What follows belongs to an exercise in optimizing a design on an open flow for a short achievable clock period and few clock cycles; a production flow would make more cautious choices. Function was checked by simulation only, so behaviour that the tests miss may differ from the original.

## flow/design.v

```verilog
module alu(clk,src0,src1,shamt,func,dst,dst_EX_DM,ov,zr,neg);
localparam ADD	= 3'b000;
localparam SUB 	= 3'b001;
localparam AND	= 3'b010;
localparam NOR	= 3'b011; 
localparam SLL	= 3'b100;
localparam SRL	= 3'b101;
localparam SRA	= 3'b110;
localparam LHB  = 3'b111;
localparam ADDi 	= 4'b0000;
localparam ADDZi 	= 4'b0001;
localparam SUBi 	= 4'b0010;
localparam ANDi		= 4'b0011;
localparam NORi		= 4'b0100;
localparam SLLi		= 4'b0101;
localparam SRLi		= 4'b0110;
localparam SRAi		= 4'b0111;
localparam LWi		= 4'b1000;
localparam SWi		= 4'b1001;
localparam LHBi		= 4'b1010;
localparam LLBi		= 4'b1011;
localparam BRi		= 4'b1100;
localparam JALi		= 4'b1101;
localparam JRi		= 4'b1110;
localparam HLTi		= 4'b1111;
localparam RF2SRC0 	= 2'b00;
localparam IMM_BR2SRC0 = 2'b01;			 
localparam IMM_JMP2SRC0 = 2'b10;		 
localparam IMM2SRC0 = 2'b11;			 
localparam RF2SRC1	= 2'b00;
localparam IMM2SRC1 = 2'b01;			 
localparam NPC2SRC1 = 2'b10;			 
input clk;
input [15:0] src0,src1;
input [2:0] func;			 
input [3:0] shamt;			 
output [15:0] dst;			 
output reg [15:0] dst_EX_DM;
output ov,zr,neg;
wire [15:0] sum;		 
wire [15:0] sum_sat;	 
wire [15:0] src0_2s_cmp;
wire cin;
wire sat_neg,sat_pos;
wire shft_in;
wire [15:0] shft_l1,shft_l2,shft_l4,shft_l;		 
wire [15:0] shft_r1,shft_r2,shft_r4,shft_r;		 
assign src0_2s_cmp = (func==SUB) ? ~src0 : src0;	 
assign cin = (func==SUB) ? 1 : 0;					 
assign sum = src1 + src0_2s_cmp + cin;
assign sat_neg = (src1[15] && src0_2s_cmp[15] && ~sum[15]) ? 1 : 0;
assign sat_pos = (~src1[15] && !src0_2s_cmp[15] && sum[15]) ? 1 : 0;
assign sum_sat = (sat_pos) ? 16'h7fff :
                 (sat_neg) ? 16'h8000 :
				 sum;
assign ov = sat_pos | sat_neg;
assign shft_l1 = (shamt[0]) ? {src1[14:0],1'b0} : src1;
assign shft_l2 = (shamt[1]) ? {shft_l1[13:0],2'b00} : shft_l1;
assign shft_l4 = (shamt[2]) ? {shft_l2[11:0],4'h0} : shft_l2;
assign shft_l = (shamt[3]) ? {shft_l4[7:0],8'h00} : shft_l4;
assign shft_in = (func==SRA) ? src1[15] : 0;
assign shft_r1 = (shamt[0]) ? {shft_in,src1[15:1]} : src1;
assign shft_r2 = (shamt[1]) ? {{2{shft_in}},shft_r1[15:2]} : shft_r1;
assign shft_r4 = (shamt[2]) ? {{4{shft_in}},shft_r2[15:4]} : shft_r2;
assign shft_r = (shamt[3]) ? {{8{shft_in}},shft_r4[15:8]} : shft_r4;
assign dst = (func==AND) ? src1 & src0 :
			 (func==NOR) ? ~(src1 | src0) :
			 (func==SLL) ? shft_l :
			 ((func==SRL) || (func==SRA)) ? shft_r :
			 (func==LHB) ? {src1[7:0],src0[7:0]} : sum_sat;	 
assign zr = ~|dst;
assign neg = dst[15];
always @(posedge clk)
  dst_EX_DM <= dst;
endmodule
module br_bool(clk,rst_n,clk_z_ID_EX,clk_nv_ID_EX,br_instr_ID_EX,
               jmp_imm_ID_EX,jmp_reg_ID_EX,cc_ID_EX,zr,ov,neg,
			   zr_EX_DM,flow_change_ID_EX);
input clk,rst_n;
input clk_z_ID_EX;			 
input clk_nv_ID_EX;			 
input br_instr_ID_EX;		 
input jmp_imm_ID_EX;		 
input jmp_reg_ID_EX;		 
input [2:0] cc_ID_EX;		 
input zr,ov,neg;			 
output reg flow_change_ID_EX;		 
output reg zr_EX_DM;				 
reg neg_EX_DM,ov_EX_DM;
always @(posedge clk, negedge rst_n)
  if (!rst_n)
    zr_EX_DM  <= 0;
  else if (clk_z_ID_EX) 
    zr_EX_DM  <= zr;
always @(posedge clk, negedge rst_n)
  if (!rst_n)
    begin
      ov_EX_DM  <= 0;
	  neg_EX_DM <= 0;
	end
  else if (clk_nv_ID_EX)
    begin
      ov_EX_DM  <= ov;
	  neg_EX_DM <= neg;
	end
always @* begin
  flow_change_ID_EX = jmp_imm_ID_EX | jmp_reg_ID_EX;	 
  if (br_instr_ID_EX)
    case (cc_ID_EX)
	  3'b000 : flow_change_ID_EX = ~zr_EX_DM;
	  3'b001 : flow_change_ID_EX = zr_EX_DM;
	  3'b010 : flow_change_ID_EX = ~zr_EX_DM & ~neg_EX_DM;
	  3'b011 : flow_change_ID_EX = neg_EX_DM;
	  3'b100 : flow_change_ID_EX = zr_EX_DM | (~zr_EX_DM & ~neg_EX_DM);
	  3'b101 : flow_change_ID_EX = neg_EX_DM | zr_EX_DM;
	  3'b110 : flow_change_ID_EX = ov_EX_DM;
	  3'b111 : flow_change_ID_EX = 1;
	endcase
end
endmodule
module dst_mux(clk,dm_re_EX_DM,dm_rd_data_EX_DM,pc_EX_DM,dst_EX_DM,rf_w_data_DM_WB,jmp_imm_EX_DM);
input clk;
input dm_re_EX_DM;
input jmp_imm_EX_DM;
input [15:0] dm_rd_data_EX_DM;		 
input [15:0] pc_EX_DM;				 
input [15:0] dst_EX_DM;				 
output reg[15:0] rf_w_data_DM_WB;		 
always @(posedge clk)
  if (dm_re_EX_DM)
    rf_w_data_DM_WB <= dm_rd_data_EX_DM;
  else if (jmp_imm_EX_DM)
    rf_w_data_DM_WB <= pc_EX_DM;
  else
    rf_w_data_DM_WB <= dst_EX_DM;
endmodule
module src_mux(clk,stall_ID_EX,stall_EX_DM,src0sel_ID_EX,src1sel_ID_EX,p0,p1,
               imm_ID_EX,pc_ID_EX,p0_EX_DM,src0,src1,dst_EX_DM,dst_DM_WB,
			   byp0_EX,byp0_DM,byp1_EX,byp1_DM);
input clk;
input stall_ID_EX,stall_EX_DM;					 
input [1:0] src0sel_ID_EX,src1sel_ID_EX;		 
input [15:0] p0;					 
input [15:0] p1;					 
input [15:0] pc_ID_EX;				 
input [11:0] imm_ID_EX;				 
input [15:0] dst_EX_DM;				 
input [15:0] dst_DM_WB;				 
input byp0_EX,byp1_EX;				 
input byp0_DM,byp1_DM;				 
output reg [15:0] p0_EX_DM;			 
output [15:0] src0,src1;			 
reg [15:0] p0_ID_EX,p1_ID_EX;		 
wire[15:0] RF_p0,RF_p1;				 
localparam ADD	= 3'b000;
localparam SUB 	= 3'b001;
localparam AND	= 3'b010;
localparam NOR	= 3'b011; 
localparam SLL	= 3'b100;
localparam SRL	= 3'b101;
localparam SRA	= 3'b110;
localparam LHB  = 3'b111;
localparam ADDi 	= 4'b0000;
localparam ADDZi 	= 4'b0001;
localparam SUBi 	= 4'b0010;
localparam ANDi		= 4'b0011;
localparam NORi		= 4'b0100;
localparam SLLi		= 4'b0101;
localparam SRLi		= 4'b0110;
localparam SRAi		= 4'b0111;
localparam LWi		= 4'b1000;
localparam SWi		= 4'b1001;
localparam LHBi		= 4'b1010;
localparam LLBi		= 4'b1011;
localparam BRi		= 4'b1100;
localparam JALi		= 4'b1101;
localparam JRi		= 4'b1110;
localparam HLTi		= 4'b1111;
localparam RF2SRC0 	= 2'b00;
localparam IMM_BR2SRC0 = 2'b01;			 
localparam IMM_JMP2SRC0 = 2'b10;		 
localparam IMM2SRC0 = 2'b11;			 
localparam RF2SRC1	= 2'b00;
localparam IMM2SRC1 = 2'b01;			 
localparam NPC2SRC1 = 2'b10;			 
always @(posedge clk)
  if (!stall_ID_EX)
    begin
	  p0_ID_EX <= p0;
	  p1_ID_EX <= p1;
	end
assign RF_p0 = (byp0_EX) ? dst_EX_DM :		 
               (byp0_DM) ? dst_DM_WB :
			   p0_ID_EX;
assign RF_p1 = (byp1_EX) ? dst_EX_DM :		 
               (byp1_DM) ? dst_DM_WB :
			   p1_ID_EX;	
always @(posedge clk)
  if (!stall_EX_DM)
	p0_EX_DM <= RF_p0;
assign src0 = (src0sel_ID_EX == RF2SRC0) ? RF_p0 : 
              (src0sel_ID_EX == IMM_BR2SRC0) ? {{7{imm_ID_EX[8]}},imm_ID_EX[8:0]} :		 
			  (src0sel_ID_EX == IMM_JMP2SRC0) ? {{4{imm_ID_EX[11]}},imm_ID_EX[11:0]} :	 
              {{12{imm_ID_EX[3]}},imm_ID_EX[3:0]};		 
assign src1 = (src1sel_ID_EX == RF2SRC1) ? RF_p1 : 
              (src1sel_ID_EX == NPC2SRC1) ? pc_ID_EX :	 
			  {{8{imm_ID_EX[7]}},imm_ID_EX[7:0]};			 
endmodule
module pc(clk,rst_n,stall_IM_ID,dst_ID_EX,
          pc,pc_ID_EX,flow_change_ID_EX,pc_EX_DM);
input clk,rst_n;
input flow_change_ID_EX;			 
input stall_IM_ID;					 
input [15:0] dst_ID_EX;				 
output [15:0] pc;					 
output reg [15:0] pc_ID_EX;			 
output reg [15:0] pc_EX_DM;			 
reg [15:0] pc,pc_IM_ID;
wire [15:0] nxt_pc;
assign nxt_pc = pc + 1;
always @(posedge clk, negedge rst_n)
  if (!rst_n)
    pc <= 16'h0000;
  else if (!stall_IM_ID)	 
    if (flow_change_ID_EX)
      pc <= dst_ID_EX;
    else
	  pc <= nxt_pc;
always @(posedge clk)
  if (!stall_IM_ID)
    pc_IM_ID <= nxt_pc;		 
always @(posedge clk)
  pc_ID_EX <= pc_IM_ID;	 
always @(posedge clk)
  pc_EX_DM <= pc_ID_EX;	 
endmodule
module id(clk,rst_n,instr,zr_EX_DM,br_instr_ID_EX,jmp_imm_ID_EX,jmp_reg_ID_EX,
          jmp_imm_EX_DM,rf_re0,rf_re1,
          rf_we_DM_WB,rf_p0_addr,rf_p1_addr,rf_dst_addr_DM_WB,alu_func_ID_EX,src0sel_ID_EX,
		  src1sel_ID_EX,dm_re_EX_DM,dm_we_EX_DM,clk_z_ID_EX,clk_nv_ID_EX,instr_ID_EX,
		  cc_ID_EX, stall_IM_ID,stall_ID_EX,stall_EX_DM,hlt_DM_WB,byp0_EX,byp0_DM,
		  byp1_EX,byp1_DM,flow_change_ID_EX);
input clk,rst_n;
input [15:0] instr;					 
input zr_EX_DM;						 
input flow_change_ID_EX;
output reg jmp_imm_ID_EX;
output reg jmp_reg_ID_EX;
output reg br_instr_ID_EX;			 
output reg jmp_imm_EX_DM;			 
output reg rf_re0;					 
output reg rf_re1;					 
output reg rf_we_DM_WB;				 
output reg [3:0] rf_p0_addr;		 
output reg [3:0] rf_p1_addr;		 
output reg [3:0] rf_dst_addr_DM_WB;	 
output reg [2:0] alu_func_ID_EX;	 
output reg [1:0] src0sel_ID_EX;		 
output reg [1:0] src1sel_ID_EX;		 
output reg dm_re_EX_DM;				 
output reg dm_we_EX_DM;				 
output reg clk_z_ID_EX;				 
output reg clk_nv_ID_EX;			 
output [11:0] instr_ID_EX;			 
output [2:0] cc_ID_EX;				 
output stall_IM_ID;					 
output stall_ID_EX;					 
output stall_EX_DM;					 
output reg hlt_DM_WB;				 
output reg byp0_EX,byp0_DM;			 
output reg byp1_EX,byp1_DM;			 
reg br_instr;
reg jmp_imm;
reg jmp_reg;
reg rf_we;
reg hlt;
reg [3:0] rf_dst_addr;
reg [2:0] alu_func;
reg [1:0] src0sel,src1sel;
reg dm_re;
reg dm_we;
reg clk_z;
reg clk_nv;
reg cond_ex;
reg [15:0] instr_IM_ID;			 
reg	rf_we_ID_EX,rf_we_EX_DM;
reg [3:0] rf_dst_addr_ID_EX,rf_dst_addr_EX_DM;
reg	dm_re_ID_EX;
reg	dm_we_ID_EX;
reg hlt_ID_EX,hlt_EX_DM;
reg [11:0] instr_ID_EX;		 
reg flow_change_EX_DM;		 
reg cond_ex_ID_EX;			 
wire load_use_hazard,flush;
localparam ADD	= 3'b000;
localparam SUB 	= 3'b001;
localparam AND	= 3'b010;
localparam NOR	= 3'b011; 
localparam SLL	= 3'b100;
localparam SRL	= 3'b101;
localparam SRA	= 3'b110;
localparam LHB  = 3'b111;
localparam ADDi 	= 4'b0000;
localparam ADDZi 	= 4'b0001;
localparam SUBi 	= 4'b0010;
localparam ANDi		= 4'b0011;
localparam NORi		= 4'b0100;
localparam SLLi		= 4'b0101;
localparam SRLi		= 4'b0110;
localparam SRAi		= 4'b0111;
localparam LWi		= 4'b1000;
localparam SWi		= 4'b1001;
localparam LHBi		= 4'b1010;
localparam LLBi		= 4'b1011;
localparam BRi		= 4'b1100;
localparam JALi		= 4'b1101;
localparam JRi		= 4'b1110;
localparam HLTi		= 4'b1111;
localparam RF2SRC0 	= 2'b00;
localparam IMM_BR2SRC0 = 2'b01;			 
localparam IMM_JMP2SRC0 = 2'b10;		 
localparam IMM2SRC0 = 2'b11;			 
localparam RF2SRC1	= 2'b00;
localparam IMM2SRC1 = 2'b01;			 
localparam NPC2SRC1 = 2'b10;			 
always @(posedge clk, negedge rst_n)
  if (!rst_n)
    instr_IM_ID <= 16'hb000;			 
  else if (!stall_IM_ID)
    instr_IM_ID <= instr;				 
always @(posedge clk)
  if (!stall_ID_EX)
    begin
	  br_instr_ID_EX 	<= br_instr & !load_use_hazard & !flush;
	  jmp_imm_ID_EX   	<= jmp_imm & !load_use_hazard & !flush;
	  jmp_reg_ID_EX   	<= jmp_reg & !load_use_hazard & !flush;
	  rf_we_ID_EX     	<= rf_we & !load_use_hazard & !flush;
	  rf_dst_addr_ID_EX	<= rf_dst_addr;
	  alu_func_ID_EX    <= alu_func;
	  src0sel_ID_EX		<= src0sel;
	  src1sel_ID_EX		<= src1sel;
	  dm_re_ID_EX       <= dm_re & !load_use_hazard & !flush;
	  dm_we_ID_EX       <= dm_we & !load_use_hazard & !flush;
	  clk_z_ID_EX		<= clk_z & !load_use_hazard & !flush;
	  clk_nv_ID_EX		<= clk_nv & !load_use_hazard & !flush;
	  instr_ID_EX		<= instr_IM_ID[11:0];
	  cond_ex_ID_EX 	<= cond_ex;
	end
always @(posedge clk)
  if (!stall_EX_DM)
    begin
	  rf_we_EX_DM		<= rf_we_ID_EX & (!(cond_ex_ID_EX & !zr_EX_DM));	 
	  rf_dst_addr_EX_DM <= rf_dst_addr_ID_EX;
      dm_re_EX_DM		<= dm_re_ID_EX;
	  dm_we_EX_DM		<= dm_we_ID_EX;
	  jmp_imm_EX_DM 	<= jmp_imm_ID_EX;
	end
always @(posedge clk) begin
  rf_we_DM_WB 		<= rf_we_EX_DM;
  rf_dst_addr_DM_WB <= rf_dst_addr_EX_DM;
end
always @(posedge clk, negedge rst_n)
  if (!rst_n) 
    begin
	  byp0_EX <= 1'b0;
	  byp0_DM <= 1'b0;
	  byp1_EX <= 1'b0;
	  byp1_DM <= 1'b0;
	end
  else
    begin
	  byp0_EX <= (rf_dst_addr_ID_EX==rf_p0_addr) ? (rf_we_ID_EX & !(cond_ex_ID_EX & !zr_EX_DM) & |rf_p0_addr) : 1'b0;
	  byp0_DM <= (rf_dst_addr_EX_DM==rf_p0_addr) ? (rf_we_EX_DM & |rf_p0_addr) : 1'b0;
	  byp1_EX <= (rf_dst_addr_ID_EX==rf_p1_addr) ? (rf_we_ID_EX & !(cond_ex_ID_EX & !zr_EX_DM) & |rf_p1_addr) : 1'b0;
	  byp1_DM <= (rf_dst_addr_EX_DM==rf_p1_addr) ? (rf_we_EX_DM & |rf_p1_addr) : 1'b0;
	end
always @(posedge clk, negedge rst_n)
  if (!rst_n)
    begin
	  hlt_ID_EX <= 1'b0;
	  hlt_EX_DM <= 1'b0;
	  hlt_DM_WB <= 1'b0;
    end
  else
    begin
	  hlt_ID_EX <= hlt & !flush | hlt_ID_EX;	 
	  hlt_EX_DM <= hlt_ID_EX;
	  hlt_DM_WB <= hlt_EX_DM;
	end
always @(posedge clk, negedge rst_n)
  if (!rst_n)
    flow_change_EX_DM <= 1'b0;
  else if(!stall_EX_DM)
    flow_change_EX_DM <= flow_change_ID_EX;
assign flush = flow_change_ID_EX | flow_change_EX_DM | hlt_ID_EX | hlt_EX_DM;
assign load_use_hazard = (((rf_dst_addr_ID_EX==rf_p0_addr) && rf_re0) || 
                          ((rf_dst_addr_ID_EX==rf_p1_addr) && rf_re1)) ? dm_re_ID_EX : 1'b0;
assign stall_IM_ID = hlt_ID_EX | load_use_hazard;
assign stall_ID_EX = 1'b0;  
assign stall_EX_DM = 1'b0;  
assign cc_ID_EX = instr_ID_EX[11:9];
always @* begin
  br_instr = 0;
  jmp_imm = 0;
  jmp_reg = 0;
  rf_re0 = 0;
  rf_re1 = 0;
  rf_we = 0;
  rf_p0_addr = instr_IM_ID[3:0];
  rf_p1_addr = instr_IM_ID[7:4];
  rf_dst_addr = instr_IM_ID[11:8];
  alu_func = ADD;
  src0sel = RF2SRC0;
  src1sel = RF2SRC1;
  dm_re = 0;
  dm_we = 0;
  clk_z = 0;
  clk_nv = 0;
  hlt = 0;
  cond_ex = 0;
  case (instr_IM_ID[15:12])
    ADDi : begin
	  rf_re0 = 1;
	  rf_re1 = 1;
	  rf_we = 1;
      clk_z = 1;
      clk_nv = 1;
	end
	ADDZi : begin
	  rf_re0 = 1;
	  rf_re1 = 1;
	  rf_we = 1;	 
      clk_z = 1;
      clk_nv = 1;
	  cond_ex = 1;	 
	end
	SUBi : begin
	  rf_re0 = 1;
	  rf_re1 = 1;
	  rf_we = 1;
      alu_func = SUB;	
      clk_z = 1;
      clk_nv = 1;	  
	end
	ANDi : begin
	  rf_re0 = 1;
	  rf_re1 = 1;
	  rf_we = 1;
      alu_func = AND;
	  clk_z = 1;
	end
	NORi : begin
	  rf_re0 = 1;
	  rf_re1 = 1;
	  rf_we = 1;
      alu_func = NOR;
	  clk_z = 1;
	end	
	SLLi : begin
	  rf_re1 = 1;
	  rf_we = 1;
      alu_func = SLL;
	  clk_z = 1;
	end	
	SRLi : begin
	  rf_re1 = 1;
	  rf_we = 1;
      alu_func = SRL;
	  clk_z = 1;
	end	
	SRAi : begin
	  rf_re1 = 1;
	  rf_we = 1;
      alu_func = SRA;
	  clk_z = 1;
	end
	LWi : begin
	  src0sel = IMM2SRC0;		 
	  rf_re1 = 1;
	  rf_we = 1;
	  dm_re = 1;
	end
	SWi : begin
	  src0sel = IMM2SRC0;					 
	  rf_re1 = 1;							 
	  rf_re0 = 1;							 
	  rf_p0_addr = instr_IM_ID[11:8];		 
	  dm_we = 1;
	end
	LHBi : begin
	  rf_re0 = 1;
	  rf_p0_addr = instr_IM_ID[11:8];		 
	  src1sel = IMM2SRC1;					 
	  rf_we = 1;
	  alu_func = LHB;
	end
	LLBi : begin
	  rf_re0 = 1;					 
	  rf_p0_addr = 4'h0;			 
	  src1sel = IMM2SRC1;			 
	  rf_we = 1;
	end
    BRi : begin
	  src0sel = IMM_BR2SRC0;		 
	  src1sel = NPC2SRC1;			 
	  br_instr = 1;
	end
	JALi : begin
	  src0sel = IMM_JMP2SRC0;		 
	  src1sel = NPC2SRC1;			 
	  rf_we = 1;
	  rf_dst_addr = 4'hF;			 
	  jmp_imm = 1;
	end
	JRi : begin
	  rf_re0 = 1;					 
	  rf_p0_addr = 4'h0;
	  rf_re1 = 1;					 
	  jmp_reg = 1;
	end
	HLTi : begin
	  hlt = 1;
	end
  endcase
end
endmodule
module rf(clk,p0_addr,p1_addr,p0,p1,re0,re1,dst_addr,dst,we);
input clk;
input [3:0] p0_addr, p1_addr;			 
input re0,re1;							 
input [3:0] dst_addr;					 
input [15:0] dst;						 
input we;								 
output [15:0] p0,p1;  					 
reg [15:0] mem[0:15];					 
always @(posedge clk)
  if (we)
    mem[dst_addr] <= dst;
assign p0 = (p0_addr == 4'h0) ? 16'b0 : ((we && (p0_addr == dst_addr)) ? dst : mem[p0_addr]);
assign p1 = (p1_addr == 4'h0) ? 16'b0 : ((we && (p1_addr == dst_addr)) ? dst : mem[p1_addr]);
endmodule
module cpu(clk,rst_n, iaddr, instr, wdata, we, addr, re, rdata, hlt);
input clk,rst_n;
input [15:0] instr;				 
input [15:0] rdata; 			 
output we, re; 
output [15:0] iaddr;			 
output [15:0] addr; 
output [15:0] wdata; 
output hlt;						 
wire [11:0] instr_ID_EX;		 
wire [15:0] src0,src1;			 
wire [15:0] dst_EX_DM;			 
wire [15:0] dst_ID_EX;			 
wire [15:0] pc_ID_EX;			 
wire [15:0] pc_EX_DM;			 
wire [15:0] rf_w_data_DM_WB;	 
wire [15:0] p0,p1;				 
wire [3:0] rf_p0_addr;			 
wire [3:0] rf_p1_addr;			 
wire [3:0] rf_dst_addr_DM_WB;	 
wire [2:0] alu_func_ID_EX;		 
wire [1:0] src0sel_ID_EX;		 
wire [1:0] src1sel_ID_EX;		 
wire [2:0] cc_ID_EX;			 
wire [15:0] p0_EX_DM;			 
wire stall_IM_ID,stall_ID_EX,stall_EX_DM;
wire flow_change_ID_EX,zr_EX_DM,br_instr_ID_EX,jmp_imm_ID_EX,jmp_reg_ID_EX,jmp_imm_EX_DM;
wire rf_re0,rf_re1,rf_we_DM_WB,dm_re_EX_DM,dm_we_EX_DM,clk_z_ID_EX,clk_nv_ID_EX;
wire hlt_DM_WB,byp0_EX,byp0_DM,byp1_EX,byp1_DM;
wire ov,zr,neg;
pc iPC(.clk(clk), .rst_n(rst_n), .stall_IM_ID(stall_IM_ID), .pc(iaddr), .dst_ID_EX(dst_ID_EX),
       .pc_ID_EX(pc_ID_EX), .pc_EX_DM(pc_EX_DM), .flow_change_ID_EX(flow_change_ID_EX));
id	iID(.clk(clk), .rst_n(rst_n), .instr(instr), .zr_EX_DM(zr_EX_DM), .br_instr_ID_EX(br_instr_ID_EX),
        .jmp_imm_ID_EX(jmp_imm_ID_EX), .jmp_reg_ID_EX(jmp_reg_ID_EX), .jmp_imm_EX_DM(jmp_imm_EX_DM), .rf_re0(rf_re0),
		.rf_re1(rf_re1), .rf_we_DM_WB(rf_we_DM_WB), .rf_p0_addr(rf_p0_addr), .rf_p1_addr(rf_p1_addr),
		.rf_dst_addr_DM_WB(rf_dst_addr_DM_WB), .alu_func_ID_EX(alu_func_ID_EX),
		.src0sel_ID_EX(src0sel_ID_EX), .src1sel_ID_EX(src1sel_ID_EX), .dm_re_EX_DM(dm_re_EX_DM),
		.dm_we_EX_DM(dm_we_EX_DM), .clk_z_ID_EX(clk_z_ID_EX), .clk_nv_ID_EX(clk_nv_ID_EX),
		.instr_ID_EX(instr_ID_EX), .cc_ID_EX(cc_ID_EX), .stall_IM_ID(stall_IM_ID),
		.stall_ID_EX(stall_ID_EX), .stall_EX_DM(stall_EX_DM), .hlt_DM_WB(hlt_DM_WB),
		.byp0_EX(byp0_EX), .byp0_DM(byp0_DM), .byp1_EX(byp1_EX), .byp1_DM(byp1_DM),
		.flow_change_ID_EX(flow_change_ID_EX));
rf iRF(.clk(clk), .p0_addr(rf_p0_addr), .p1_addr(rf_p1_addr), .p0(p0), .p1(p1),
       .re0(rf_re0), .re1(rf_re1), .dst_addr(rf_dst_addr_DM_WB), .dst(rf_w_data_DM_WB),
 	   .we(rf_we_DM_WB));
src_mux ISRCMUX(.clk(clk), .stall_ID_EX(stall_ID_EX), .stall_EX_DM(stall_EX_DM),
                .src0sel_ID_EX(src0sel_ID_EX), .src1sel_ID_EX(src1sel_ID_EX), .p0(p0), .p1(p1),
                .imm_ID_EX(instr_ID_EX), .pc_ID_EX(pc_ID_EX), .p0_EX_DM(p0_EX_DM),
				.src0(src0), .src1(src1), .dst_EX_DM(dst_EX_DM), .dst_DM_WB(rf_w_data_DM_WB),
			    .byp0_EX(byp0_EX), .byp0_DM(byp0_DM), .byp1_EX(byp1_EX), .byp1_DM(byp1_DM));
alu iALU(.clk(clk), .src0(src0), .src1(src1), .shamt(instr_ID_EX[3:0]), .func(alu_func_ID_EX),
         .dst(dst_ID_EX), .dst_EX_DM(dst_EX_DM), .ov(ov), .zr(zr), .neg(neg));
dst_mux iDSTMUX(.clk(clk), .dm_re_EX_DM(dm_re_EX_DM), .dm_rd_data_EX_DM(rdata),
                .dst_EX_DM(dst_EX_DM), .pc_EX_DM(pc_EX_DM), .rf_w_data_DM_WB(rf_w_data_DM_WB),
				.jmp_imm_EX_DM(jmp_imm_EX_DM));
br_bool iBRL(.clk(clk), .rst_n(rst_n), .clk_z_ID_EX(clk_z_ID_EX), .clk_nv_ID_EX(clk_nv_ID_EX),
             .br_instr_ID_EX(br_instr_ID_EX), .jmp_imm_ID_EX(jmp_imm_ID_EX),
			 .jmp_reg_ID_EX(jmp_reg_ID_EX), .cc_ID_EX(cc_ID_EX), .zr(zr), .ov(ov),
			 .zr_EX_DM(zr_EX_DM), .neg(neg), .flow_change_ID_EX(flow_change_ID_EX));	
assign wdata = p0_EX_DM; 
assign addr = dst_EX_DM; 
assign re = dm_re_EX_DM;
assign we = dm_we_EX_DM; 
assign hlt = hlt_DM_WB;
endmodule
```

## flow/run.sh

```bash
#!/bin/bash
# synth_recipe.tcl (not shown) runs the flow's synth.tcl, then flattens the netlist and writes it again
# the make line also repeats each setting of config.mk as NAME=value (left out here)
make -C /OpenROAD-flow-scripts/flow DESIGN_CONFIG=/design/flow/config.mk WORK_HOME=/design/flow/orfs CLKGATE_MAP_FILE= SYNTH_SCRIPT=/design/flow/synth_recipe.tcl finish
```

## flow/config.mk

```make
export PLATFORM = sky130hd
export DESIGN_NAME = cpu
export DESIGN_NICKNAME = cpu
export VERILOG_FILES = /design/flow/design.v
export SDC_FILE = /design/flow/constraint.sdc
export NUM_CORES = 4
export LEC_CHECK = 0
export CAP_MARGIN = 20
export CORE_MARGIN = 2
export CORE_UTILIZATION = 40
export SLEW_MARGIN = 20
```

## flow/constraint.sdc

```tcl
create_clock -name core_clock -period 6.2 [get_ports {clk}]
set_input_delay 1.2400 -clock core_clock [delete_from_list [all_inputs] [get_ports {clk}]]
set_output_delay 1.2400 -clock core_clock [all_outputs]
set_load 0.01 [all_outputs]
```

==> results.txt <==
## sequential cells by signal, summed over array words and instances, names as in the netlist, 2 cells and up
signal / flops
iID.instr_IM_ID: 16
iALU.dst_EX_DM: 16
iID.rf_dst_addr_EX_DM: 4
iID.src0sel_ID_EX: 2
iRF.mem: 256
ISRCMUX.p1_ID_EX: 16
iPC.pc_IM_ID: 16
ISRCMUX.p0_EX_DM: 16
ISRCMUX.p0_ID_EX: 16
iID.alu_func_ID_EX: 3
iPC.pc: 16
iID.rf_dst_addr_DM_WB: 4
iID.rf_dst_addr_ID_EX: 4
iPC.pc_EX_DM: 16
iID.instr_ID_EX: 12
iID.src1sel_ID_EX: 2
iDSTMUX.rf_w_data_DM_WB: 16
iPC.pc_ID_EX: 16
## through the flow
stage                     utilization [%]  setup WS [ps]
after global routing                46.43          274.9
final                               46.43          496.3
after CTS                           46.42          674.9
after detailed placement            43.73          722.0
after global placement              43.73          800.8
after floorplan                         -           1210
## metal layers
metal | GRT usage, % | routed length [µm] | share of wire, % | vias up
li1 | - | - | - | 8545
met1 | 42.37 | 41040 | 44 | 9961
met2 | 44.40 | 41200 | 44 | 1011
met3 | 5.964 | 8010 | 8.6 | 173
met4 | 10.43 | 3326 | 3.6 | 2
met5 | 0 | 18 | 0.019 | -
## synthesized netlist by cell type (19+ instances only)
cell | n | area [µm²]
xor2_1 | 29 | 254.0
ha_1 | 19 | 237.7
a311oi_1 | 32 | 280.3
nand3_1 | 33 | 165.2
a211oi_1 | 112 | 840.8
dfrtp_1 | 40 | 1001
a21oi_1 | 114 | 570.6
nor3_1 | 38 | 190.2
xnor2_1 | 38 | 332.8
clkbuf_1 | 124 | 465.5
nand2b_1 | 36 | 225.2
mux2_2 | 23 | 259.0
dfxtp_1 | 157 | 3143
mux4_2 | 88 | 1982
edfxtp_1 | 272 | 8168
nor2_1 | 138 | 518.0
inv_1 | 38 | 142.6
a31oi_1 | 47 | 294.0
o211ai_1 | 25 | 187.7
mux2i_1 | 71 | 710.7
nand2_1 | 252 | 945.9
and2_1 | 70 | 437.9
o21ai_0 | 95 | 475.5
## cell type report
| class | instances | area [µm²] | share of cell area, % |
|---|---|---|---|
| clock inverter | 21 | 158.9 | 0.5670 |
| timing repair buffer | 169 | 1486 | 5.304 |
| clock buffer | 74 | 1463 | 5.219 |
| inverter | 44 | 170.2 | 0.6072 |
| sequential | 472 | 12400 | 44.23 |
| tap | 782 | 978.4 | 3.491 |
| multi-input combinational | 1530 | 11370 | 40.58 |
## cells in the final DEF (no fill, tap or decap), types with 16 or more instances in the layout
cell / count
ha_1: 19
mux4_2: 88
mux2i_1: 71
a221oi_1: 16
a31oi_1: 47
inv_1: 38
edfxtp_1: 272
nand2b_1: 36
dfrtp_1: 37
nor3_1: 33
buf_4: 84
o211ai_1: 25
a21oi_1: 114
nor2b_1: 16
o21ai_0: 95
a211oi_1: 111
o22ai_1: 16
clkbuf_16: 51
nor2_1: 125
clkdlybuf4s50_1: 83
xor2_1: 29
dfxtp_1: 157
nand3_1: 33
xnor2_1: 38
nand2_1: 252
and2_1: 70
mux2_2: 23
a311oi_1: 32
## final timing paths
kind	endpoint	slack [ps]	depth (start not counted)
setup / recovery	iBRL.zr_EX_DM	500	15
max in group asynchronous	iID.instr_IM_ID[4]	4950	2
hold reg to reg	iID.dm_we_EX_DM	330	0
setup reg to reg	iBRL.zr_EX_DM	500	15
min in group asynchronous	iPC.pc[9]	750	2
hold / removal	iID.dm_we_EX_DM	330	0
## logic make-up (layout without fill, tap and decap cells)
family                     after synthesis  after routing  share of synthesized area (%)
muxes                                  184            184                          12.24
AOI/OAI and AO/OA                      574            574                          16.30
xor gates and xnor gates                67             67                          2.407
adders and majority gates               20             20                          1.057
buffers and inverters                  203            308                          3.325
DFF                                    472            472                          50.82
and+or+nand+nor                        685            685                          13.85
## critical path: stages, from the launching register on
cell and delay [ps]:
dfxtp_1 700, nor2_1 360, a221oi_1 780, xnor2_1 140, ha_1 380, and4_1 270
and2_1 200, a221oi_1 500, nand2b_1 200, o211ai_1 380, a31oi_1 220, a2111o_1 420
or4_4 500, nor3b_2 160, nand4b_1 130, o41ai_2 220
==> impl_metrics.toml <==
[outcome]
status = "complete, no violations"

[routing]
route.detailed.drc = 0
num_vias = 19692
drt-pass1-iter-count = 5
drtIter0Drc = 2387
final_antenna_net_count = 0
wl_per_cell_um = 30.27
vias_per_cell = 6.369
wirelength_um = 93600

[cts]
cts_sinks = 472
cts_setup_buffers = 0
postCtsHoldBufs = 0
cts_tree = "done"
cts_resized = 0
cts_root_buf = "clkbuf_16"
cts.clk_slew.worst_paths_ps = 60
cts-buffers-inserted = 51
clockBufferDepth = 3
clk-insertion-delay-late_ps = 630
h-tree-depth = 2

[timing]
finalCritPeriodShare_pct = 92.00
final.setup.tns_ps = 0
finClkSkew_ps = 43.16
period_needed_ps = 5704
slew-limit-headroom_pct = 26.73
whs_ps = 331.8
setup_viol = 0
worst_pin_slew_ps = 1099
hold_violations = 0
grt_setup_unrepaired = "no"
clock.fmax_ghz = 0.1753
slew_viol_final = 0

[min_path]
min_path_type = "register to register"
min_from = "iID.dm_we_ID_EX"

[worst_setup_path]
path_max_fanout = 18
cp_data_arrival_time_ps = 6190
crit_type = "register to register"
r2r-start = "iID.src0sel_ID_EX[0]"
startpoint = "iID.src0sel_ID_EX[0]"
critPathRequiredTime_ps = 6690
end_kind = "register"
critPathLaunchType = "register"

[synth]
synthFlopType = "edfxtp_1"
syn_avg_cell_area_um2 = 11.06
yosysWarnings = 7
ys_seq_area_share_pct = 50.82
ys_types = 98
syn_area_mm2 = 0.02438
ys_seq_elements = 472
synth-edff-count = 272
postSynthCellCount = 2205
synth_nets = 2259
synth-async-reset-ratio_pct = 9.110

[place]
portBuffers = 84
placed_cell_area_mm2 = 0.02640
dp.cells = 2997
hpwl_um = 65570
gp_congestion = 1.029

[global_route]
grt_max_degree = 130
grt_pass1_wl_um = 135600
gr-total-overflow = 0
grt_pass1_vias = 19285
grt_antenna_before_repair = 3
track_usage_pct = 29.51

[floorplanning]
die_h_um = 250.9
coreArea_mm2 = 0.06036
ioPinCount = 85
initial_core_util_pct = 40.39
die-area_mm2 = 0.06294
rows = 90
die_w_um = 250.9

[finish]
final_cells = 3092
design_area_mm2 = 0.02803
fillCellCount = 5519
syn2layout_area_growth_pct = 14.95
drive_gt1_share_pct = 14.89
diodes = 0
final_nets = 2322

[flow_run]
cap_violations = 0

[power_and_ir_drop]
Testbench counts, summed over its fixed seeds: cycles 91,947.

afterwards: timing with drivers on the ports:
No port has a modelled driver above. Below, the same layout with a new extraction and two added sets of constraints.
Step 1: set_driving_cell puts a clkbuf_16 on clk and a buf_2 on each other input, an assumption about the parent block.
Step 2 times the ports against the registers' clock, not the clock port: input delays grow and output delays shrink by t, the midpoint of the rising clock arrivals with the driver on.
a / b / c = ideal ports / drivers / drivers and shift; a / b = the first two.
t (ns): 0.663
slack for setup (ns): 0.496 / 0.496 / 0.496
latest minus earliest clock arrival (ns): 0.044 / 0.044
After both steps setup and hold are still met in this run. The setup slack of this run moves by 0.000 ns with the drivers and by 0.000 ns with both steps.
